This is an optimization exercise on Yosys and OpenROAD, whose aim is small area and a short achievable clock period, not a production implementation. Function not checked in this run: the RTL went through the layout flow alone.

==> flow/design.v <==
module find_min_max(
	input [8 - 1 : 0] a,
	input [8 - 1 : 0] b,
	output [8 - 1 : 0] min,
	output [8 - 1 : 0] max
);
	assign min = (a > b) ? b : a;
	assign max = (a > b) ? a : b;
endmodule
module find_min_mid_max(
	input [8 - 1 : 0] a,
	input [8 - 1 : 0] b,
	input [8 - 1 : 0] c,
	output [8 - 1 : 0] min,
	output [8 - 1 : 0] mid,
	output [8 - 1 : 0] max
);
	wire [8 - 1 : 0] ab_min;
	wire [8 - 1 : 0] ab_max;
	wire [8 - 1 : 0] mid_temp;
	find_min_max u1(.a(a), .b(b), .min(ab_min), .max(ab_max));
	find_min_max u2(.a(ab_max), .b(c), .min(mid_temp), .max(max));
	find_min_max u3(.a(ab_min), .b(mid_temp), .min(min), .max(mid));
endmodule
module median_3x3(
	input clk,
	input [8 - 1 : 0] i_p0, i_p1, i_p2,
	input [8 - 1 : 0] i_p3, i_p4, i_p5,
	input [8 - 1 : 0] i_p6, i_p7, i_p8,
	output reg [8 - 1 : 0] o_median
);
	wire m7_r0_lo = i_p0[7] & i_p1[7] & i_p2[7];
	wire m7_r0_md = (i_p0[7] & i_p1[7]) | (i_p0[7] & i_p2[7]) | (i_p1[7] & i_p2[7]);
	wire m7_r0_hi = i_p0[7] | i_p1[7] | i_p2[7];
	wire m7_r1_lo = i_p3[7] & i_p4[7] & i_p5[7];
	wire m7_r1_md = (i_p3[7] & i_p4[7]) | (i_p3[7] & i_p5[7]) | (i_p4[7] & i_p5[7]);
	wire m7_r1_hi = i_p3[7] | i_p4[7] | i_p5[7];
	wire m7_r2_lo = i_p6[7] & i_p7[7] & i_p8[7];
	wire m7_r2_md = (i_p6[7] & i_p7[7]) | (i_p6[7] & i_p8[7]) | (i_p7[7] & i_p8[7]);
	wire m7_r2_hi = i_p6[7] | i_p7[7] | i_p8[7];
	wire m7_a = m7_r0_lo | m7_r1_lo | m7_r2_lo;
	wire m7_b = (m7_r0_md & m7_r1_md) | (m7_r0_md & m7_r2_md) | (m7_r1_md & m7_r2_md);
	wire m7_c = m7_r0_hi & m7_r1_hi & m7_r2_hi;
	wire m7 = (m7_a & m7_b) | (m7_a & m7_c) | (m7_b & m7_c);
	wire e6_0_0 = i_p0[7] | i_p0[6];
	wire e6_0_1 = (i_p0[6] & i_p0[7]);
	wire e6_1_0 = i_p1[7] | i_p1[6];
	wire e6_1_1 = (i_p1[6] & i_p1[7]);
	wire e6_2_0 = i_p2[7] | i_p2[6];
	wire e6_2_1 = (i_p2[6] & i_p2[7]);
	wire e6_3_0 = i_p3[7] | i_p3[6];
	wire e6_3_1 = (i_p3[6] & i_p3[7]);
	wire e6_4_0 = i_p4[7] | i_p4[6];
	wire e6_4_1 = (i_p4[6] & i_p4[7]);
	wire e6_5_0 = i_p5[7] | i_p5[6];
	wire e6_5_1 = (i_p5[6] & i_p5[7]);
	wire e6_6_0 = i_p6[7] | i_p6[6];
	wire e6_6_1 = (i_p6[6] & i_p6[7]);
	wire e6_7_0 = i_p7[7] | i_p7[6];
	wire e6_7_1 = (i_p7[6] & i_p7[7]);
	wire e6_8_0 = i_p8[7] | i_p8[6];
	wire e6_8_1 = (i_p8[6] & i_p8[7]);
	wire m6_0_r0_lo = e6_0_0 & e6_1_0 & e6_2_0;
	wire m6_0_r0_md = (e6_0_0 & e6_1_0) | (e6_0_0 & e6_2_0) | (e6_1_0 & e6_2_0);
	wire m6_0_r0_hi = e6_0_0 | e6_1_0 | e6_2_0;
	wire m6_0_r1_lo = e6_3_0 & e6_4_0 & e6_5_0;
	wire m6_0_r1_md = (e6_3_0 & e6_4_0) | (e6_3_0 & e6_5_0) | (e6_4_0 & e6_5_0);
	wire m6_0_r1_hi = e6_3_0 | e6_4_0 | e6_5_0;
	wire m6_0_r2_lo = e6_6_0 & e6_7_0 & e6_8_0;
	wire m6_0_r2_md = (e6_6_0 & e6_7_0) | (e6_6_0 & e6_8_0) | (e6_7_0 & e6_8_0);
	wire m6_0_r2_hi = e6_6_0 | e6_7_0 | e6_8_0;
	wire m6_0_a = m6_0_r0_lo | m6_0_r1_lo | m6_0_r2_lo;
	wire m6_0_b = (m6_0_r0_md & m6_0_r1_md) | (m6_0_r0_md & m6_0_r2_md) | (m6_0_r1_md & m6_0_r2_md);
	wire m6_0_c = m6_0_r0_hi & m6_0_r1_hi & m6_0_r2_hi;
	wire m6_0 = (m6_0_a & m6_0_b) | (m6_0_a & m6_0_c) | (m6_0_b & m6_0_c);
	wire m6_1_r0_lo = e6_0_1 & e6_1_1 & e6_2_1;
	wire m6_1_r0_md = (e6_0_1 & e6_1_1) | (e6_0_1 & e6_2_1) | (e6_1_1 & e6_2_1);
	wire m6_1_r0_hi = e6_0_1 | e6_1_1 | e6_2_1;
	wire m6_1_r1_lo = e6_3_1 & e6_4_1 & e6_5_1;
	wire m6_1_r1_md = (e6_3_1 & e6_4_1) | (e6_3_1 & e6_5_1) | (e6_4_1 & e6_5_1);
	wire m6_1_r1_hi = e6_3_1 | e6_4_1 | e6_5_1;
	wire m6_1_r2_lo = e6_6_1 & e6_7_1 & e6_8_1;
	wire m6_1_r2_md = (e6_6_1 & e6_7_1) | (e6_6_1 & e6_8_1) | (e6_7_1 & e6_8_1);
	wire m6_1_r2_hi = e6_6_1 | e6_7_1 | e6_8_1;
	wire m6_1_a = m6_1_r0_lo | m6_1_r1_lo | m6_1_r2_lo;
	wire m6_1_b = (m6_1_r0_md & m6_1_r1_md) | (m6_1_r0_md & m6_1_r2_md) | (m6_1_r1_md & m6_1_r2_md);
	wire m6_1_c = m6_1_r0_hi & m6_1_r1_hi & m6_1_r2_hi;
	wire m6_1 = (m6_1_a & m6_1_b) | (m6_1_a & m6_1_c) | (m6_1_b & m6_1_c);
	wire m6 = ~m7 ? m6_0 : m6_1;
	wire lt7_0 = (~i_p0[7] & m7);
	wire gt7_0 = (i_p0[7] & ~m7);
	wire lt7_1 = (~i_p1[7] & m7);
	wire gt7_1 = (i_p1[7] & ~m7);
	wire lt7_2 = (~i_p2[7] & m7);
	wire gt7_2 = (i_p2[7] & ~m7);
	wire lt7_3 = (~i_p3[7] & m7);
	wire gt7_3 = (i_p3[7] & ~m7);
	wire lt7_4 = (~i_p4[7] & m7);
	wire gt7_4 = (i_p4[7] & ~m7);
	wire lt7_5 = (~i_p5[7] & m7);
	wire gt7_5 = (i_p5[7] & ~m7);
	wire lt7_6 = (~i_p6[7] & m7);
	wire gt7_6 = (i_p6[7] & ~m7);
	wire lt7_7 = (~i_p7[7] & m7);
	wire gt7_7 = (i_p7[7] & ~m7);
	wire lt7_8 = (~i_p8[7] & m7);
	wire gt7_8 = (i_p8[7] & ~m7);
	wire e6_0 = m7 ? e6_0_1 : e6_0_0;
	wire e6_1 = m7 ? e6_1_1 : e6_1_0;
	wire e6_2 = m7 ? e6_2_1 : e6_2_0;
	wire e6_3 = m7 ? e6_3_1 : e6_3_0;
	wire e6_4 = m7 ? e6_4_1 : e6_4_0;
	wire e6_5 = m7 ? e6_5_1 : e6_5_0;
	wire e6_6 = m7 ? e6_6_1 : e6_6_0;
	wire e6_7 = m7 ? e6_7_1 : e6_7_0;
	wire e6_8 = m7 ? e6_8_1 : e6_8_0;
	wire lt6_0 = lt7_0 | (~e6_0 & m6);
	wire gt6_0 = gt7_0 | (e6_0 & ~m6);
	wire lt6_1 = lt7_1 | (~e6_1 & m6);
	wire gt6_1 = gt7_1 | (e6_1 & ~m6);
	wire lt6_2 = lt7_2 | (~e6_2 & m6);
	wire gt6_2 = gt7_2 | (e6_2 & ~m6);
	wire lt6_3 = lt7_3 | (~e6_3 & m6);
	wire gt6_3 = gt7_3 | (e6_3 & ~m6);
	wire lt6_4 = lt7_4 | (~e6_4 & m6);
	wire gt6_4 = gt7_4 | (e6_4 & ~m6);
	wire lt6_5 = lt7_5 | (~e6_5 & m6);
	wire gt6_5 = gt7_5 | (e6_5 & ~m6);
	wire lt6_6 = lt7_6 | (~e6_6 & m6);
	wire gt6_6 = gt7_6 | (e6_6 & ~m6);
	wire lt6_7 = lt7_7 | (~e6_7 & m6);
	wire gt6_7 = gt7_7 | (e6_7 & ~m6);
	wire lt6_8 = lt7_8 | (~e6_8 & m6);
	wire gt6_8 = gt7_8 | (e6_8 & ~m6);
	reg [5:0] s1_p0;
	reg [5:0] s1_p1;
	reg [5:0] s1_p2;
	reg [5:0] s1_p3;
	reg [5:0] s1_p4;
	reg [5:0] s1_p5;
	reg [5:0] s1_p6;
	reg [5:0] s1_p7;
	reg [5:0] s1_p8;
	reg s1_m7;
	reg s1_m6;
	wire m5_r0_lo = s1_p0[5] & s1_p1[5] & s1_p2[5];
	wire m5_r0_md = (s1_p0[5] & s1_p1[5]) | (s1_p0[5] & s1_p2[5]) | (s1_p1[5] & s1_p2[5]);
	wire m5_r0_hi = s1_p0[5] | s1_p1[5] | s1_p2[5];
	wire m5_r1_lo = s1_p3[5] & s1_p4[5] & s1_p5[5];
	wire m5_r1_md = (s1_p3[5] & s1_p4[5]) | (s1_p3[5] & s1_p5[5]) | (s1_p4[5] & s1_p5[5]);
	wire m5_r1_hi = s1_p3[5] | s1_p4[5] | s1_p5[5];
	wire m5_r2_lo = s1_p6[5] & s1_p7[5] & s1_p8[5];
	wire m5_r2_md = (s1_p6[5] & s1_p7[5]) | (s1_p6[5] & s1_p8[5]) | (s1_p7[5] & s1_p8[5]);
	wire m5_r2_hi = s1_p6[5] | s1_p7[5] | s1_p8[5];
	wire m5_a = m5_r0_lo | m5_r1_lo | m5_r2_lo;
	wire m5_b = (m5_r0_md & m5_r1_md) | (m5_r0_md & m5_r2_md) | (m5_r1_md & m5_r2_md);
	wire m5_c = m5_r0_hi & m5_r1_hi & m5_r2_hi;
	wire m5 = (m5_a & m5_b) | (m5_a & m5_c) | (m5_b & m5_c);
	wire e4_0_0 = s1_p0[5] | s1_p0[4];
	wire e4_0_1 = (s1_p0[4] & s1_p0[5]);
	wire e4_1_0 = s1_p1[5] | s1_p1[4];
	wire e4_1_1 = (s1_p1[4] & s1_p1[5]);
	wire e4_2_0 = s1_p2[5] | s1_p2[4];
	wire e4_2_1 = (s1_p2[4] & s1_p2[5]);
	wire e4_3_0 = s1_p3[5] | s1_p3[4];
	wire e4_3_1 = (s1_p3[4] & s1_p3[5]);
	wire e4_4_0 = s1_p4[5] | s1_p4[4];
	wire e4_4_1 = (s1_p4[4] & s1_p4[5]);
	wire e4_5_0 = s1_p5[5] | s1_p5[4];
	wire e4_5_1 = (s1_p5[4] & s1_p5[5]);
	wire e4_6_0 = s1_p6[5] | s1_p6[4];
	wire e4_6_1 = (s1_p6[4] & s1_p6[5]);
	wire e4_7_0 = s1_p7[5] | s1_p7[4];
	wire e4_7_1 = (s1_p7[4] & s1_p7[5]);
	wire e4_8_0 = s1_p8[5] | s1_p8[4];
	wire e4_8_1 = (s1_p8[4] & s1_p8[5]);
	wire m4_0_r0_lo = e4_0_0 & e4_1_0 & e4_2_0;
	wire m4_0_r0_md = (e4_0_0 & e4_1_0) | (e4_0_0 & e4_2_0) | (e4_1_0 & e4_2_0);
	wire m4_0_r0_hi = e4_0_0 | e4_1_0 | e4_2_0;
	wire m4_0_r1_lo = e4_3_0 & e4_4_0 & e4_5_0;
	wire m4_0_r1_md = (e4_3_0 & e4_4_0) | (e4_3_0 & e4_5_0) | (e4_4_0 & e4_5_0);
	wire m4_0_r1_hi = e4_3_0 | e4_4_0 | e4_5_0;
	wire m4_0_r2_lo = e4_6_0 & e4_7_0 & e4_8_0;
	wire m4_0_r2_md = (e4_6_0 & e4_7_0) | (e4_6_0 & e4_8_0) | (e4_7_0 & e4_8_0);
	wire m4_0_r2_hi = e4_6_0 | e4_7_0 | e4_8_0;
	wire m4_0_a = m4_0_r0_lo | m4_0_r1_lo | m4_0_r2_lo;
	wire m4_0_b = (m4_0_r0_md & m4_0_r1_md) | (m4_0_r0_md & m4_0_r2_md) | (m4_0_r1_md & m4_0_r2_md);
	wire m4_0_c = m4_0_r0_hi & m4_0_r1_hi & m4_0_r2_hi;
	wire m4_0 = (m4_0_a & m4_0_b) | (m4_0_a & m4_0_c) | (m4_0_b & m4_0_c);
	wire m4_1_r0_lo = e4_0_1 & e4_1_1 & e4_2_1;
	wire m4_1_r0_md = (e4_0_1 & e4_1_1) | (e4_0_1 & e4_2_1) | (e4_1_1 & e4_2_1);
	wire m4_1_r0_hi = e4_0_1 | e4_1_1 | e4_2_1;
	wire m4_1_r1_lo = e4_3_1 & e4_4_1 & e4_5_1;
	wire m4_1_r1_md = (e4_3_1 & e4_4_1) | (e4_3_1 & e4_5_1) | (e4_4_1 & e4_5_1);
	wire m4_1_r1_hi = e4_3_1 | e4_4_1 | e4_5_1;
	wire m4_1_r2_lo = e4_6_1 & e4_7_1 & e4_8_1;
	wire m4_1_r2_md = (e4_6_1 & e4_7_1) | (e4_6_1 & e4_8_1) | (e4_7_1 & e4_8_1);
	wire m4_1_r2_hi = e4_6_1 | e4_7_1 | e4_8_1;
	wire m4_1_a = m4_1_r0_lo | m4_1_r1_lo | m4_1_r2_lo;
	wire m4_1_b = (m4_1_r0_md & m4_1_r1_md) | (m4_1_r0_md & m4_1_r2_md) | (m4_1_r1_md & m4_1_r2_md);
	wire m4_1_c = m4_1_r0_hi & m4_1_r1_hi & m4_1_r2_hi;
	wire m4_1 = (m4_1_a & m4_1_b) | (m4_1_a & m4_1_c) | (m4_1_b & m4_1_c);
	wire m4 = ~m5 ? m4_0 : m4_1;
	wire lt5_0 = (~s1_p0[5] & m5);
	wire gt5_0 = (s1_p0[5] & ~m5);
	wire lt5_1 = (~s1_p1[5] & m5);
	wire gt5_1 = (s1_p1[5] & ~m5);
	wire lt5_2 = (~s1_p2[5] & m5);
	wire gt5_2 = (s1_p2[5] & ~m5);
	wire lt5_3 = (~s1_p3[5] & m5);
	wire gt5_3 = (s1_p3[5] & ~m5);
	wire lt5_4 = (~s1_p4[5] & m5);
	wire gt5_4 = (s1_p4[5] & ~m5);
	wire lt5_5 = (~s1_p5[5] & m5);
	wire gt5_5 = (s1_p5[5] & ~m5);
	wire lt5_6 = (~s1_p6[5] & m5);
	wire gt5_6 = (s1_p6[5] & ~m5);
	wire lt5_7 = (~s1_p7[5] & m5);
	wire gt5_7 = (s1_p7[5] & ~m5);
	wire lt5_8 = (~s1_p8[5] & m5);
	wire gt5_8 = (s1_p8[5] & ~m5);
	wire e4_0 = m5 ? e4_0_1 : e4_0_0;
	wire e4_1 = m5 ? e4_1_1 : e4_1_0;
	wire e4_2 = m5 ? e4_2_1 : e4_2_0;
	wire e4_3 = m5 ? e4_3_1 : e4_3_0;
	wire e4_4 = m5 ? e4_4_1 : e4_4_0;
	wire e4_5 = m5 ? e4_5_1 : e4_5_0;
	wire e4_6 = m5 ? e4_6_1 : e4_6_0;
	wire e4_7 = m5 ? e4_7_1 : e4_7_0;
	wire e4_8 = m5 ? e4_8_1 : e4_8_0;
	wire e3_0_0 = e4_0 | (s1_p0[3] & ~lt5_0);
	wire e3_0_1 = gt5_0 | ((s1_p0[3] & ~lt5_0) & e4_0);
	wire e3_1_0 = e4_1 | (s1_p1[3] & ~lt5_1);
	wire e3_1_1 = gt5_1 | ((s1_p1[3] & ~lt5_1) & e4_1);
	wire e3_2_0 = e4_2 | (s1_p2[3] & ~lt5_2);
	wire e3_2_1 = gt5_2 | ((s1_p2[3] & ~lt5_2) & e4_2);
	wire e3_3_0 = e4_3 | (s1_p3[3] & ~lt5_3);
	wire e3_3_1 = gt5_3 | ((s1_p3[3] & ~lt5_3) & e4_3);
	wire e3_4_0 = e4_4 | (s1_p4[3] & ~lt5_4);
	wire e3_4_1 = gt5_4 | ((s1_p4[3] & ~lt5_4) & e4_4);
	wire e3_5_0 = e4_5 | (s1_p5[3] & ~lt5_5);
	wire e3_5_1 = gt5_5 | ((s1_p5[3] & ~lt5_5) & e4_5);
	wire e3_6_0 = e4_6 | (s1_p6[3] & ~lt5_6);
	wire e3_6_1 = gt5_6 | ((s1_p6[3] & ~lt5_6) & e4_6);
	wire e3_7_0 = e4_7 | (s1_p7[3] & ~lt5_7);
	wire e3_7_1 = gt5_7 | ((s1_p7[3] & ~lt5_7) & e4_7);
	wire e3_8_0 = e4_8 | (s1_p8[3] & ~lt5_8);
	wire e3_8_1 = gt5_8 | ((s1_p8[3] & ~lt5_8) & e4_8);
	wire m3_0_r0_lo = e3_0_0 & e3_1_0 & e3_2_0;
	wire m3_0_r0_md = (e3_0_0 & e3_1_0) | (e3_0_0 & e3_2_0) | (e3_1_0 & e3_2_0);
	wire m3_0_r0_hi = e3_0_0 | e3_1_0 | e3_2_0;
	wire m3_0_r1_lo = e3_3_0 & e3_4_0 & e3_5_0;
	wire m3_0_r1_md = (e3_3_0 & e3_4_0) | (e3_3_0 & e3_5_0) | (e3_4_0 & e3_5_0);
	wire m3_0_r1_hi = e3_3_0 | e3_4_0 | e3_5_0;
	wire m3_0_r2_lo = e3_6_0 & e3_7_0 & e3_8_0;
	wire m3_0_r2_md = (e3_6_0 & e3_7_0) | (e3_6_0 & e3_8_0) | (e3_7_0 & e3_8_0);
	wire m3_0_r2_hi = e3_6_0 | e3_7_0 | e3_8_0;
	wire m3_0_a = m3_0_r0_lo | m3_0_r1_lo | m3_0_r2_lo;
	wire m3_0_b = (m3_0_r0_md & m3_0_r1_md) | (m3_0_r0_md & m3_0_r2_md) | (m3_0_r1_md & m3_0_r2_md);
	wire m3_0_c = m3_0_r0_hi & m3_0_r1_hi & m3_0_r2_hi;
	wire m3_0 = (m3_0_a & m3_0_b) | (m3_0_a & m3_0_c) | (m3_0_b & m3_0_c);
	wire m3_1_r0_lo = e3_0_1 & e3_1_1 & e3_2_1;
	wire m3_1_r0_md = (e3_0_1 & e3_1_1) | (e3_0_1 & e3_2_1) | (e3_1_1 & e3_2_1);
	wire m3_1_r0_hi = e3_0_1 | e3_1_1 | e3_2_1;
	wire m3_1_r1_lo = e3_3_1 & e3_4_1 & e3_5_1;
	wire m3_1_r1_md = (e3_3_1 & e3_4_1) | (e3_3_1 & e3_5_1) | (e3_4_1 & e3_5_1);
	wire m3_1_r1_hi = e3_3_1 | e3_4_1 | e3_5_1;
	wire m3_1_r2_lo = e3_6_1 & e3_7_1 & e3_8_1;
	wire m3_1_r2_md = (e3_6_1 & e3_7_1) | (e3_6_1 & e3_8_1) | (e3_7_1 & e3_8_1);
	wire m3_1_r2_hi = e3_6_1 | e3_7_1 | e3_8_1;
	wire m3_1_a = m3_1_r0_lo | m3_1_r1_lo | m3_1_r2_lo;
	wire m3_1_b = (m3_1_r0_md & m3_1_r1_md) | (m3_1_r0_md & m3_1_r2_md) | (m3_1_r1_md & m3_1_r2_md);
	wire m3_1_c = m3_1_r0_hi & m3_1_r1_hi & m3_1_r2_hi;
	wire m3_1 = (m3_1_a & m3_1_b) | (m3_1_a & m3_1_c) | (m3_1_b & m3_1_c);
	wire m3 = ~m4 ? m3_0 : m3_1;
	wire lt4_0 = lt5_0 | (~e4_0 & m4);
	wire gt4_0 = gt5_0 | (e4_0 & ~m4);
	wire lt4_1 = lt5_1 | (~e4_1 & m4);
	wire gt4_1 = gt5_1 | (e4_1 & ~m4);
	wire lt4_2 = lt5_2 | (~e4_2 & m4);
	wire gt4_2 = gt5_2 | (e4_2 & ~m4);
	wire lt4_3 = lt5_3 | (~e4_3 & m4);
	wire gt4_3 = gt5_3 | (e4_3 & ~m4);
	wire lt4_4 = lt5_4 | (~e4_4 & m4);
	wire gt4_4 = gt5_4 | (e4_4 & ~m4);
	wire lt4_5 = lt5_5 | (~e4_5 & m4);
	wire gt4_5 = gt5_5 | (e4_5 & ~m4);
	wire lt4_6 = lt5_6 | (~e4_6 & m4);
	wire gt4_6 = gt5_6 | (e4_6 & ~m4);
	wire lt4_7 = lt5_7 | (~e4_7 & m4);
	wire gt4_7 = gt5_7 | (e4_7 & ~m4);
	wire lt4_8 = lt5_8 | (~e4_8 & m4);
	wire gt4_8 = gt5_8 | (e4_8 & ~m4);
	wire e3_0 = m4 ? e3_0_1 : e3_0_0;
	wire e3_1 = m4 ? e3_1_1 : e3_1_0;
	wire e3_2 = m4 ? e3_2_1 : e3_2_0;
	wire e3_3 = m4 ? e3_3_1 : e3_3_0;
	wire e3_4 = m4 ? e3_4_1 : e3_4_0;
	wire e3_5 = m4 ? e3_5_1 : e3_5_0;
	wire e3_6 = m4 ? e3_6_1 : e3_6_0;
	wire e3_7 = m4 ? e3_7_1 : e3_7_0;
	wire e3_8 = m4 ? e3_8_1 : e3_8_0;
	wire e2_0_0 = e3_0 | (s1_p0[2] & ~lt4_0);
	wire e2_0_1 = gt4_0 | ((s1_p0[2] & ~lt4_0) & e3_0);
	wire e2_1_0 = e3_1 | (s1_p1[2] & ~lt4_1);
	wire e2_1_1 = gt4_1 | ((s1_p1[2] & ~lt4_1) & e3_1);
	wire e2_2_0 = e3_2 | (s1_p2[2] & ~lt4_2);
	wire e2_2_1 = gt4_2 | ((s1_p2[2] & ~lt4_2) & e3_2);
	wire e2_3_0 = e3_3 | (s1_p3[2] & ~lt4_3);
	wire e2_3_1 = gt4_3 | ((s1_p3[2] & ~lt4_3) & e3_3);
	wire e2_4_0 = e3_4 | (s1_p4[2] & ~lt4_4);
	wire e2_4_1 = gt4_4 | ((s1_p4[2] & ~lt4_4) & e3_4);
	wire e2_5_0 = e3_5 | (s1_p5[2] & ~lt4_5);
	wire e2_5_1 = gt4_5 | ((s1_p5[2] & ~lt4_5) & e3_5);
	wire e2_6_0 = e3_6 | (s1_p6[2] & ~lt4_6);
	wire e2_6_1 = gt4_6 | ((s1_p6[2] & ~lt4_6) & e3_6);
	wire e2_7_0 = e3_7 | (s1_p7[2] & ~lt4_7);
	wire e2_7_1 = gt4_7 | ((s1_p7[2] & ~lt4_7) & e3_7);
	wire e2_8_0 = e3_8 | (s1_p8[2] & ~lt4_8);
	wire e2_8_1 = gt4_8 | ((s1_p8[2] & ~lt4_8) & e3_8);
	wire m2_0_r0_lo = e2_0_0 & e2_1_0 & e2_2_0;
	wire m2_0_r0_md = (e2_0_0 & e2_1_0) | (e2_0_0 & e2_2_0) | (e2_1_0 & e2_2_0);
	wire m2_0_r0_hi = e2_0_0 | e2_1_0 | e2_2_0;
	wire m2_0_r1_lo = e2_3_0 & e2_4_0 & e2_5_0;
	wire m2_0_r1_md = (e2_3_0 & e2_4_0) | (e2_3_0 & e2_5_0) | (e2_4_0 & e2_5_0);
	wire m2_0_r1_hi = e2_3_0 | e2_4_0 | e2_5_0;
	wire m2_0_r2_lo = e2_6_0 & e2_7_0 & e2_8_0;
	wire m2_0_r2_md = (e2_6_0 & e2_7_0) | (e2_6_0 & e2_8_0) | (e2_7_0 & e2_8_0);
	wire m2_0_r2_hi = e2_6_0 | e2_7_0 | e2_8_0;
	wire m2_0_a = m2_0_r0_lo | m2_0_r1_lo | m2_0_r2_lo;
	wire m2_0_b = (m2_0_r0_md & m2_0_r1_md) | (m2_0_r0_md & m2_0_r2_md) | (m2_0_r1_md & m2_0_r2_md);
	wire m2_0_c = m2_0_r0_hi & m2_0_r1_hi & m2_0_r2_hi;
	wire m2_0 = (m2_0_a & m2_0_b) | (m2_0_a & m2_0_c) | (m2_0_b & m2_0_c);
	wire m2_1_r0_lo = e2_0_1 & e2_1_1 & e2_2_1;
	wire m2_1_r0_md = (e2_0_1 & e2_1_1) | (e2_0_1 & e2_2_1) | (e2_1_1 & e2_2_1);
	wire m2_1_r0_hi = e2_0_1 | e2_1_1 | e2_2_1;
	wire m2_1_r1_lo = e2_3_1 & e2_4_1 & e2_5_1;
	wire m2_1_r1_md = (e2_3_1 & e2_4_1) | (e2_3_1 & e2_5_1) | (e2_4_1 & e2_5_1);
	wire m2_1_r1_hi = e2_3_1 | e2_4_1 | e2_5_1;
	wire m2_1_r2_lo = e2_6_1 & e2_7_1 & e2_8_1;
	wire m2_1_r2_md = (e2_6_1 & e2_7_1) | (e2_6_1 & e2_8_1) | (e2_7_1 & e2_8_1);
	wire m2_1_r2_hi = e2_6_1 | e2_7_1 | e2_8_1;
	wire m2_1_a = m2_1_r0_lo | m2_1_r1_lo | m2_1_r2_lo;
	wire m2_1_b = (m2_1_r0_md & m2_1_r1_md) | (m2_1_r0_md & m2_1_r2_md) | (m2_1_r1_md & m2_1_r2_md);
	wire m2_1_c = m2_1_r0_hi & m2_1_r1_hi & m2_1_r2_hi;
	wire m2_1 = (m2_1_a & m2_1_b) | (m2_1_a & m2_1_c) | (m2_1_b & m2_1_c);
	wire m2 = ~m3 ? m2_0 : m2_1;
	wire lt3_0 = lt4_0 | (~e3_0 & m3);
	wire gt3_0 = gt4_0 | (e3_0 & ~m3);
	wire lt3_1 = lt4_1 | (~e3_1 & m3);
	wire gt3_1 = gt4_1 | (e3_1 & ~m3);
	wire lt3_2 = lt4_2 | (~e3_2 & m3);
	wire gt3_2 = gt4_2 | (e3_2 & ~m3);
	wire lt3_3 = lt4_3 | (~e3_3 & m3);
	wire gt3_3 = gt4_3 | (e3_3 & ~m3);
	wire lt3_4 = lt4_4 | (~e3_4 & m3);
	wire gt3_4 = gt4_4 | (e3_4 & ~m3);
	wire lt3_5 = lt4_5 | (~e3_5 & m3);
	wire gt3_5 = gt4_5 | (e3_5 & ~m3);
	wire lt3_6 = lt4_6 | (~e3_6 & m3);
	wire gt3_6 = gt4_6 | (e3_6 & ~m3);
	wire lt3_7 = lt4_7 | (~e3_7 & m3);
	wire gt3_7 = gt4_7 | (e3_7 & ~m3);
	wire lt3_8 = lt4_8 | (~e3_8 & m3);
	wire gt3_8 = gt4_8 | (e3_8 & ~m3);
	wire e2_0 = m3 ? e2_0_1 : e2_0_0;
	wire e2_1 = m3 ? e2_1_1 : e2_1_0;
	wire e2_2 = m3 ? e2_2_1 : e2_2_0;
	wire e2_3 = m3 ? e2_3_1 : e2_3_0;
	wire e2_4 = m3 ? e2_4_1 : e2_4_0;
	wire e2_5 = m3 ? e2_5_1 : e2_5_0;
	wire e2_6 = m3 ? e2_6_1 : e2_6_0;
	wire e2_7 = m3 ? e2_7_1 : e2_7_0;
	wire e2_8 = m3 ? e2_8_1 : e2_8_0;
	wire lt2_0 = lt3_0 | (~e2_0 & m2);
	wire gt2_0 = gt3_0 | (e2_0 & ~m2);
	wire lt2_1 = lt3_1 | (~e2_1 & m2);
	wire gt2_1 = gt3_1 | (e2_1 & ~m2);
	wire lt2_2 = lt3_2 | (~e2_2 & m2);
	wire gt2_2 = gt3_2 | (e2_2 & ~m2);
	wire lt2_3 = lt3_3 | (~e2_3 & m2);
	wire gt2_3 = gt3_3 | (e2_3 & ~m2);
	wire lt2_4 = lt3_4 | (~e2_4 & m2);
	wire gt2_4 = gt3_4 | (e2_4 & ~m2);
	wire lt2_5 = lt3_5 | (~e2_5 & m2);
	wire gt2_5 = gt3_5 | (e2_5 & ~m2);
	wire lt2_6 = lt3_6 | (~e2_6 & m2);
	wire gt2_6 = gt3_6 | (e2_6 & ~m2);
	wire lt2_7 = lt3_7 | (~e2_7 & m2);
	wire gt2_7 = gt3_7 | (e2_7 & ~m2);
	wire lt2_8 = lt3_8 | (~e2_8 & m2);
	wire gt2_8 = gt3_8 | (e2_8 & ~m2);
	reg [1:0] s2_p0;
	reg [1:0] s2_p1;
	reg [1:0] s2_p2;
	reg [1:0] s2_p3;
	reg [1:0] s2_p4;
	reg [1:0] s2_p5;
	reg [1:0] s2_p6;
	reg [1:0] s2_p7;
	reg [1:0] s2_p8;
	reg s2_m7;
	reg s2_m6;
	reg s2_m5;
	reg s2_m4;
	reg s2_m3;
	reg s2_m2;
	wire m1_r0_lo = s2_p0[1] & s2_p1[1] & s2_p2[1];
	wire m1_r0_md = (s2_p0[1] & s2_p1[1]) | (s2_p0[1] & s2_p2[1]) | (s2_p1[1] & s2_p2[1]);
	wire m1_r0_hi = s2_p0[1] | s2_p1[1] | s2_p2[1];
	wire m1_r1_lo = s2_p3[1] & s2_p4[1] & s2_p5[1];
	wire m1_r1_md = (s2_p3[1] & s2_p4[1]) | (s2_p3[1] & s2_p5[1]) | (s2_p4[1] & s2_p5[1]);
	wire m1_r1_hi = s2_p3[1] | s2_p4[1] | s2_p5[1];
	wire m1_r2_lo = s2_p6[1] & s2_p7[1] & s2_p8[1];
	wire m1_r2_md = (s2_p6[1] & s2_p7[1]) | (s2_p6[1] & s2_p8[1]) | (s2_p7[1] & s2_p8[1]);
	wire m1_r2_hi = s2_p6[1] | s2_p7[1] | s2_p8[1];
	wire m1_a = m1_r0_lo | m1_r1_lo | m1_r2_lo;
	wire m1_b = (m1_r0_md & m1_r1_md) | (m1_r0_md & m1_r2_md) | (m1_r1_md & m1_r2_md);
	wire m1_c = m1_r0_hi & m1_r1_hi & m1_r2_hi;
	wire m1 = (m1_a & m1_b) | (m1_a & m1_c) | (m1_b & m1_c);
	wire e0_0_0 = s2_p0[1] | s2_p0[0];
	wire e0_0_1 = (s2_p0[0] & s2_p0[1]);
	wire e0_1_0 = s2_p1[1] | s2_p1[0];
	wire e0_1_1 = (s2_p1[0] & s2_p1[1]);
	wire e0_2_0 = s2_p2[1] | s2_p2[0];
	wire e0_2_1 = (s2_p2[0] & s2_p2[1]);
	wire e0_3_0 = s2_p3[1] | s2_p3[0];
	wire e0_3_1 = (s2_p3[0] & s2_p3[1]);
	wire e0_4_0 = s2_p4[1] | s2_p4[0];
	wire e0_4_1 = (s2_p4[0] & s2_p4[1]);
	wire e0_5_0 = s2_p5[1] | s2_p5[0];
	wire e0_5_1 = (s2_p5[0] & s2_p5[1]);
	wire e0_6_0 = s2_p6[1] | s2_p6[0];
	wire e0_6_1 = (s2_p6[0] & s2_p6[1]);
	wire e0_7_0 = s2_p7[1] | s2_p7[0];
	wire e0_7_1 = (s2_p7[0] & s2_p7[1]);
	wire e0_8_0 = s2_p8[1] | s2_p8[0];
	wire e0_8_1 = (s2_p8[0] & s2_p8[1]);
	wire m0_0_r0_lo = e0_0_0 & e0_1_0 & e0_2_0;
	wire m0_0_r0_md = (e0_0_0 & e0_1_0) | (e0_0_0 & e0_2_0) | (e0_1_0 & e0_2_0);
	wire m0_0_r0_hi = e0_0_0 | e0_1_0 | e0_2_0;
	wire m0_0_r1_lo = e0_3_0 & e0_4_0 & e0_5_0;
	wire m0_0_r1_md = (e0_3_0 & e0_4_0) | (e0_3_0 & e0_5_0) | (e0_4_0 & e0_5_0);
	wire m0_0_r1_hi = e0_3_0 | e0_4_0 | e0_5_0;
	wire m0_0_r2_lo = e0_6_0 & e0_7_0 & e0_8_0;
	wire m0_0_r2_md = (e0_6_0 & e0_7_0) | (e0_6_0 & e0_8_0) | (e0_7_0 & e0_8_0);
	wire m0_0_r2_hi = e0_6_0 | e0_7_0 | e0_8_0;
	wire m0_0_a = m0_0_r0_lo | m0_0_r1_lo | m0_0_r2_lo;
	wire m0_0_b = (m0_0_r0_md & m0_0_r1_md) | (m0_0_r0_md & m0_0_r2_md) | (m0_0_r1_md & m0_0_r2_md);
	wire m0_0_c = m0_0_r0_hi & m0_0_r1_hi & m0_0_r2_hi;
	wire m0_0 = (m0_0_a & m0_0_b) | (m0_0_a & m0_0_c) | (m0_0_b & m0_0_c);
	wire m0_1_r0_lo = e0_0_1 & e0_1_1 & e0_2_1;
	wire m0_1_r0_md = (e0_0_1 & e0_1_1) | (e0_0_1 & e0_2_1) | (e0_1_1 & e0_2_1);
	wire m0_1_r0_hi = e0_0_1 | e0_1_1 | e0_2_1;
	wire m0_1_r1_lo = e0_3_1 & e0_4_1 & e0_5_1;
	wire m0_1_r1_md = (e0_3_1 & e0_4_1) | (e0_3_1 & e0_5_1) | (e0_4_1 & e0_5_1);
	wire m0_1_r1_hi = e0_3_1 | e0_4_1 | e0_5_1;
	wire m0_1_r2_lo = e0_6_1 & e0_7_1 & e0_8_1;
	wire m0_1_r2_md = (e0_6_1 & e0_7_1) | (e0_6_1 & e0_8_1) | (e0_7_1 & e0_8_1);
	wire m0_1_r2_hi = e0_6_1 | e0_7_1 | e0_8_1;
	wire m0_1_a = m0_1_r0_lo | m0_1_r1_lo | m0_1_r2_lo;
	wire m0_1_b = (m0_1_r0_md & m0_1_r1_md) | (m0_1_r0_md & m0_1_r2_md) | (m0_1_r1_md & m0_1_r2_md);
	wire m0_1_c = m0_1_r0_hi & m0_1_r1_hi & m0_1_r2_hi;
	wire m0_1 = (m0_1_a & m0_1_b) | (m0_1_a & m0_1_c) | (m0_1_b & m0_1_c);
	wire m0 = ~m1 ? m0_0 : m0_1;
	wire lt1_0 = (~s2_p0[1] & m1);
	wire gt1_0 = (s2_p0[1] & ~m1);
	wire lt1_1 = (~s2_p1[1] & m1);
	wire gt1_1 = (s2_p1[1] & ~m1);
	wire lt1_2 = (~s2_p2[1] & m1);
	wire gt1_2 = (s2_p2[1] & ~m1);
	wire lt1_3 = (~s2_p3[1] & m1);
	wire gt1_3 = (s2_p3[1] & ~m1);
	wire lt1_4 = (~s2_p4[1] & m1);
	wire gt1_4 = (s2_p4[1] & ~m1);
	wire lt1_5 = (~s2_p5[1] & m1);
	wire gt1_5 = (s2_p5[1] & ~m1);
	wire lt1_6 = (~s2_p6[1] & m1);
	wire gt1_6 = (s2_p6[1] & ~m1);
	wire lt1_7 = (~s2_p7[1] & m1);
	wire gt1_7 = (s2_p7[1] & ~m1);
	wire lt1_8 = (~s2_p8[1] & m1);
	wire gt1_8 = (s2_p8[1] & ~m1);
	wire e0_0 = m1 ? e0_0_1 : e0_0_0;
	wire e0_1 = m1 ? e0_1_1 : e0_1_0;
	wire e0_2 = m1 ? e0_2_1 : e0_2_0;
	wire e0_3 = m1 ? e0_3_1 : e0_3_0;
	wire e0_4 = m1 ? e0_4_1 : e0_4_0;
	wire e0_5 = m1 ? e0_5_1 : e0_5_0;
	wire e0_6 = m1 ? e0_6_1 : e0_6_0;
	wire e0_7 = m1 ? e0_7_1 : e0_7_0;
	wire e0_8 = m1 ? e0_8_1 : e0_8_0;
	always @(posedge clk) begin
		s1_p0 <= {6{gt6_0}} | (i_p0[5:0] & ~{6{lt6_0}});
		s1_p1 <= {6{gt6_1}} | (i_p1[5:0] & ~{6{lt6_1}});
		s1_p2 <= {6{gt6_2}} | (i_p2[5:0] & ~{6{lt6_2}});
		s1_p3 <= {6{gt6_3}} | (i_p3[5:0] & ~{6{lt6_3}});
		s1_p4 <= {6{gt6_4}} | (i_p4[5:0] & ~{6{lt6_4}});
		s1_p5 <= {6{gt6_5}} | (i_p5[5:0] & ~{6{lt6_5}});
		s1_p6 <= {6{gt6_6}} | (i_p6[5:0] & ~{6{lt6_6}});
		s1_p7 <= {6{gt6_7}} | (i_p7[5:0] & ~{6{lt6_7}});
		s1_p8 <= {6{gt6_8}} | (i_p8[5:0] & ~{6{lt6_8}});
		s1_m7 <= m7;
		s1_m6 <= m6;
		s2_p0 <= {2{gt2_0}} | (s1_p0[1:0] & ~{2{lt2_0}});
		s2_p1 <= {2{gt2_1}} | (s1_p1[1:0] & ~{2{lt2_1}});
		s2_p2 <= {2{gt2_2}} | (s1_p2[1:0] & ~{2{lt2_2}});
		s2_p3 <= {2{gt2_3}} | (s1_p3[1:0] & ~{2{lt2_3}});
		s2_p4 <= {2{gt2_4}} | (s1_p4[1:0] & ~{2{lt2_4}});
		s2_p5 <= {2{gt2_5}} | (s1_p5[1:0] & ~{2{lt2_5}});
		s2_p6 <= {2{gt2_6}} | (s1_p6[1:0] & ~{2{lt2_6}});
		s2_p7 <= {2{gt2_7}} | (s1_p7[1:0] & ~{2{lt2_7}});
		s2_p8 <= {2{gt2_8}} | (s1_p8[1:0] & ~{2{lt2_8}});
		s2_m7 <= s1_m7;
		s2_m6 <= s1_m6;
		s2_m5 <= m5;
		s2_m4 <= m4;
		s2_m3 <= m3;
		s2_m2 <= m2;
		o_median <= {s2_m7, s2_m6, s2_m5, s2_m4, s2_m3, s2_m2, m1, m0};
	end
endmodule
==> flow/flow/run.sh <==
#!/bin/bash
# The standard layout (the standard.sh, ORFS from synthesis to the final
# layout), with the smallest buffer on the ports instead of ORFS's default
# choice. Each tool's output is in orfs/logs; standard.sh's own output in
# standard.log.
export BUFFER_PORTS_ARGS="-buffer_cell sky130_fd_sc_hd__buf_1"
bash standard.sh > standard.log 2>&1
==> flow/standard.sh <==
#!/bin/bash
# synth_recipe.tcl (not shown) runs the flow's synth.tcl, then flattens the netlist and writes it again
# the make line also repeats each setting of config.mk as NAME=value (left out here)
make -C /OpenROAD-flow-scripts/flow DESIGN_CONFIG=/design/flow/config.mk WORK_HOME=/design/flow/orfs CLKGATE_MAP_FILE= SYNTH_SCRIPT=/design/flow/synth_recipe.tcl "${@:-finish}"
==> flow/config.mk <==
export PLATFORM = sky130hd
export DESIGN_NAME = median_3x3
export DESIGN_NICKNAME = median_3x3
export VERILOG_FILES = /design/flow/design.v
export SDC_FILE = /design/flow/constraint.sdc
export NUM_CORES = 4
export LEC_CHECK = 0
export ABC_AREA = 1
export CAP_MARGIN = 20
export CORE_MARGIN = 2
export CORE_UTILIZATION = 60
export CTS_BUF_LIST = sky130_fd_sc_hd__clkbuf_8
export SETUP_SLACK_MARGIN = 3.2
export SLEW_MARGIN = 20
==> flow/constraint.sdc <==
create_clock -name core_clock -period 6.0 [get_ports {clk}]
set_input_delay 1.2000 -clock core_clock [delete_from_list [all_inputs] [get_ports {clk}]]
set_output_delay 1.2000 -clock core_clock [all_outputs]
set_load 0.01 [all_outputs]
==> run summary <==
[routing by layer]
metal / track usage (%) / wire (um) / up-vias
li1: - / - / 3496
met3: 5.11 / 1720 / 90
met4: 13.1 / 964 / 0
met2: 55.3 / 9090 / 373
met5: 0 / 0 / -
met1: 42.7 / 7570 / 3193
[state kept, by name, indices dropped and copies added (netlist names), 6 cells and up]
signal    cells
s1_p4         6
s1_p0         6
s1_p5         6
s1_p8         6
s1_p7         6
s1_p2         6
s1_p6         6
s1_p3         6
s1_p1         6
o_median      8
[placed cells by master (no fill, tap or decap), types with 4 or more instances in the layout]
cell type | synthesis | routed
sky130_fd_sc_hd__nand3_1 | 101 | 78
sky130_fd_sc_hd__nor2_1 | 86 | 61
sky130_fd_sc_hd__o21ai_2 | 6 | 18
sky130_fd_sc_hd__clkbuf_8 | 0 | 10
sky130_fd_sc_hd__inv_1 | 175 | 160
sky130_fd_sc_hd__dfxtp_1 | 88 | 73
sky130_fd_sc_hd__a21oi_1 | 27 | 23
sky130_fd_sc_hd__nand3_2 | 1 | 21
sky130_fd_sc_hd__nand2_2 | 3 | 38
sky130_fd_sc_hd__buf_6 | 1 | 5
sky130_fd_sc_hd__o21ai_0 | 103 | 76
sky130_fd_sc_hd__buf_4 | 3 | 34
sky130_fd_sc_hd__nand2_4 | 4 | 22
sky130_fd_sc_hd__o21ai_4 | 0 | 11
sky130_fd_sc_hd__o21ai_1 | 17 | 21
sky130_fd_sc_hd__nand3_4 | 1 | 4
sky130_fd_sc_hd__nand2_1 | 310 | 257
sky130_fd_sc_hd__nor2_2 | 1 | 24
sky130_fd_sc_hd__o21a_1 | 7 | 7
sky130_fd_sc_hd__maj3_1 | 10 | 9
sky130_fd_sc_hd__dfxtp_4 | 0 | 9
sky130_fd_sc_hd__buf_1 | 0 | 71
sky130_fd_sc_hd__inv_2 | 20 | 30
sky130_fd_sc_hd__o22ai_1 | 12 | 9
sky130_fd_sc_hd__dfxtp_2 | 0 | 6
sky130_fd_sc_hd__nand2_8 | 0 | 9
sky130_fd_sc_hd__a21oi_2 | 3 | 6
sky130_fd_sc_hd__buf_2 | 3 | 8
[final timing paths]
path | startpoint | slack, ps | endpoint
worst max-delay path | s1_p2[5]$_DFF_P_ | 2900 | s2_p3[0]$_DFF_P_
worst min-delay path | s2_m5$_DFF_P_ | 330 | o_median[5]$_DFF_P_
worst max register to register | s1_p2[5]$_DFF_P_ | 2900 | s2_p3[0]$_DFF_P_
worst min register to register | s2_m5$_DFF_P_ | 330 | o_median[5]$_DFF_P_
[what timing repair did]
action	in CTS	in global routing
gates cloned	5	4
pin swaps	15	52
setup endpoints to repair	74	73
gates resized for setup	101	174
setup buffers	11	32
[through the flow]
| step | cell area [um2] | hold slack [ps] |
|---|---|---|
| after floorplan | 5950 | 310 |
| after global placement | 6340 | 310 |
| after detailed placement | 6340 | 312 |
| after CTS | 6960 | 331 |
| after global routing | 7800 | 335 |
| final | 7800 | 330 |
[cell families after synthesis]
group / Yosys count
AO/OA/AOI/OAI: 193
adder cells (fa/ha/maj): 10
buffers and inverters: 207
flip-flops: 88
AND/OR/NAND/NOR: 520
[area by class of cell]
type                            count  share of cell area (%)
Clock buffer                       10                    1.77
Tap cell                          133                    2.13
Sequential cell                    88                    23.1
Timing Repair Buffer              123                    8.95
Inverter                          195                    9.71
Clock inverter                      3                   0.273
Multi-Input combinational cell    732                    54.0
[worst max-delay path, cell delays in order, from the launching register on]
cell and delay [ps]:
sky130_fd_sc_hd__dfxtp_4 380, sky130_fd_sc_hd__nand2_1 120, sky130_fd_sc_hd__inv_1 130, sky130_fd_sc_hd__nand3_1 110, sky130_fd_sc_hd__nand2_1 70, sky130_fd_sc_hd__nor2_1 40, sky130_fd_sc_hd__or2_1 240, sky130_fd_sc_hd__nand3_4 150
sky130_fd_sc_hd__nand2_8 100, sky130_fd_sc_hd__buf_8 160, sky130_fd_sc_hd__o21ai_4 160, sky130_fd_sc_hd__buf_6 120, sky130_fd_sc_hd__nor2_1 40, sky130_fd_sc_hd__nor2_2 170, sky130_fd_sc_hd__nand3_2 150, sky130_fd_sc_hd__nand2_1 120
sky130_fd_sc_hd__nor2_1 40, sky130_fd_sc_hd__nand2_1 100, sky130_fd_sc_hd__nand3_4 150, sky130_fd_sc_hd__nand2_8 150, sky130_fd_sc_hd__nand2_8 100, sky130_fd_sc_hd__nand2_4 90, sky130_fd_sc_hd__nand3_2 70, sky130_fd_sc_hd__nand2_2 90
[synth_stat cells (2+ instances only)]
library cell                 n  share of area, %
sky130_fd_sc_hd__a221oi_1    4              0.59
sky130_fd_sc_hd__nand2_1   310                20
sky130_fd_sc_hd__a21boi_1    2              0.25
sky130_fd_sc_hd__o22ai_1    12               1.3
sky130_fd_sc_hd__o21ai_0   103               8.7
sky130_fd_sc_hd__nand2_2     3              0.32
sky130_fd_sc_hd__dfxtp_1    88                30
sky130_fd_sc_hd__buf_2       3              0.25
sky130_fd_sc_hd__a31oi_1     3              0.32
sky130_fd_sc_hd__nand3_1   101               8.5
sky130_fd_sc_hd__nor2_1     86               5.5
sky130_fd_sc_hd__o21a_1      7              0.89
sky130_fd_sc_hd__nor3_1      4              0.34
sky130_fd_sc_hd__o21ai_1    17               1.4
sky130_fd_sc_hd__a21oi_2     3              0.44
sky130_fd_sc_hd__o221ai_1    2              0.30
sky130_fd_sc_hd__a21oi_1    27               2.3
sky130_fd_sc_hd__a21boi_0    4              0.51
sky130_fd_sc_hd__o21ai_2     6              0.89
sky130_fd_sc_hd__clkbuf_1    5              0.32
sky130_fd_sc_hd__or2_1       3              0.32
sky130_fd_sc_hd__buf_4       3              0.38
sky130_fd_sc_hd__inv_1     175                11
sky130_fd_sc_hd__inv_2      20               1.3
sky130_fd_sc_hd__maj3_1     10               1.7
sky130_fd_sc_hd__or2_2       4              0.42
sky130_fd_sc_hd__nand2_4     4              0.76
==> out/summary.md <==
The flow ran to the end and the layout has no timing, DRC or antenna violations. Fill cells in the final layout number 715. The worst path setup slack after routing was 2900 ps. The number of placed instances, taps included, is 1219. The combinational family with the most area after synthesis is simple AND/OR/NAND/NOR gates. Total of hold buffers inserted after clock tree synthesis: 0. In this run, distinct cell masters in the synthesized netlist total 36.

Setup repair after global routing could not meet its margin everywhere. Dominant synthesized flop cell: sky130_fd_sc_hd__dfxtp_1. The die is 103 um wide. The CTS sink count was 88.

The tightest min-delay check is of the register to register type. The clock transition at the registers of the reported paths is 80 ps. After synthesis the netlist holds a flip-flop and latch count of 88. Remaining routing DRC violations: 0.

For the clock latency on the worst-skew pair, the log shows 360 ps. The critical path startpoint category was a register. The number of global-route vias before repair is 5807, and the multi-input gate area in the final layout is 0.00421 mm2. The post-synthesis adder-cell area fraction is 1.69%, and the final-layout setup total negative slack is 0 ps.

The compound-gate portion of the synthesized area is 18.4%. Of all nets on the critical path, the largest fanout is 6. The global-route wire length before repair is 27000 um, and the pin count of the biggest net entering global routing is 22. The area share of and/or/nand/nor cells after synthesis is 36.6%, and the sequential cell area is 0.00180 mm2. Of the cells placed in the final design, the portion with a size suffix greater than 1 is 24.8%. The core utilization of the finished layout was 80.5%; the number of buffers created by CTS was 9. The repair_antennas step left the layout with diodes totalling 0. After layout, the minimum clock period comes to 3100 ps. The final layout contains routed wiring with a total length of 19300 um. In this run the remaining antenna-violating nets after routing total 0.

The die covers 0.0107 mm2. The run gives 506 as the detailed router's first-iteration violation count. The fraction of synthesized area in multiplexers was 0%. The worst reg2reg path depth is 23. The number of I/O pins came out at 81.

The share of synthesized area occupied by flip-flops and latches is 29.8%. Critical path class: register to register. The number of nets in the synthesized netlist is 1091.

The total overflow left after global routing is 0. The worst slack after detailed placement was 1870 ps; the count of synthesis-stage warnings from yosys was 1. The logs give 0 for the final count of pins violating max slew and 0 for the number of maximum-capacitance violations.

The area added between synthesis and finish was 31.7%. Measured along the y axis, the die boundary spans 103 um. The netlist area before placement was 0.00592 mm2; the number of hold-slack violations in the final timing report was 0. In this run the deepest clock path goes through 2 buffers. STA classifies the critical path endpoint as a register. Detailed placement ended at an HPWL of 13200 um.

The detailed-route via count came out at 7152. For the pin with the worst max-slew slack, the measured transition is 429 ps. The data arrival time of the worst path is 3410 ps, and the total global-route track usage is 33.0%. The final critical path takes up 51.7% of the cycle. For the highest clock rate, the log shows 322 MHz. The initial utilization of the core area, before any placement, comes to 61.1%. The synthesized design contains 0 enable-type register cells. Cell chosen for the clock root: sky130_fd_sc_hd__clkbuf_8. In the synthesized netlist, the number of instances is 1018. The final net count is 1222, and the worst clock skew is 16.7 ps.

For the total of endpoints with negative setup slack in the final report, the log shows 0. TritonCTS built the clock tree. For this run, the detailed router's first-pass iteration total came to 8. After floorplanning, the core was divided into 36 placement rows.

The critical path required time was 6300 ps. The worst hold path stage count works out to 0. The finished layout holds 1284 standard cells, fillers aside. The parity-gate share of the synthesized area counting xor and xnor cells is 0%. The async set-or-reset flop fraction in the synthesized netlist works out to 0%. In the final routed layout, each cell accounts on average for 15.1 um. At the end of routability-driven placement, the weighted congestion stood at 0.955.

The tools report the initial antenna violation count as 0. After synthesis, the mean cell area works out to 5.81 um2. The worst slew margin relative to its limit came out at 71.4%. Buffers placed on the I/O ports in this run total 80. In the routed layout, each cell is associated on average with a via count of 5.57. The H-tree was split into 3 levels. The run gives 0.00968 mm2 as the area inside the core boundary.

## static timing again, ports no longer ideal
The results above use ideal ports. As a check the final layout listed here was re-extracted and re-timed, cells and wires unchanged.
Step 1, drivers: a clkbuf_16 drives clk and a buf_2 each remaining input, both assumed.
Step 2 adds t to the input delays and takes it off the output delays; t is the mean of the earliest and latest rising clock arrival at the registers after step 1. Input paths then give back, and output paths get back, about the clock's delay inside the block.
a / b / c = ideal / step 1 / step 2; a / b = the first two.
t, ns: 0.390
setup WS [ns]: 2.896 / 2.896 / 2.896
worst setup path after step 2: register to register
slew at the worst register clock pin (ns): 0.09 / 0.09
cell pins on the clock port's net: 1
After both steps setup and hold are still met in this run. For this run, drivers alone change the setup slack by 0.000 ns; drivers and shift together by 0.000 ns.
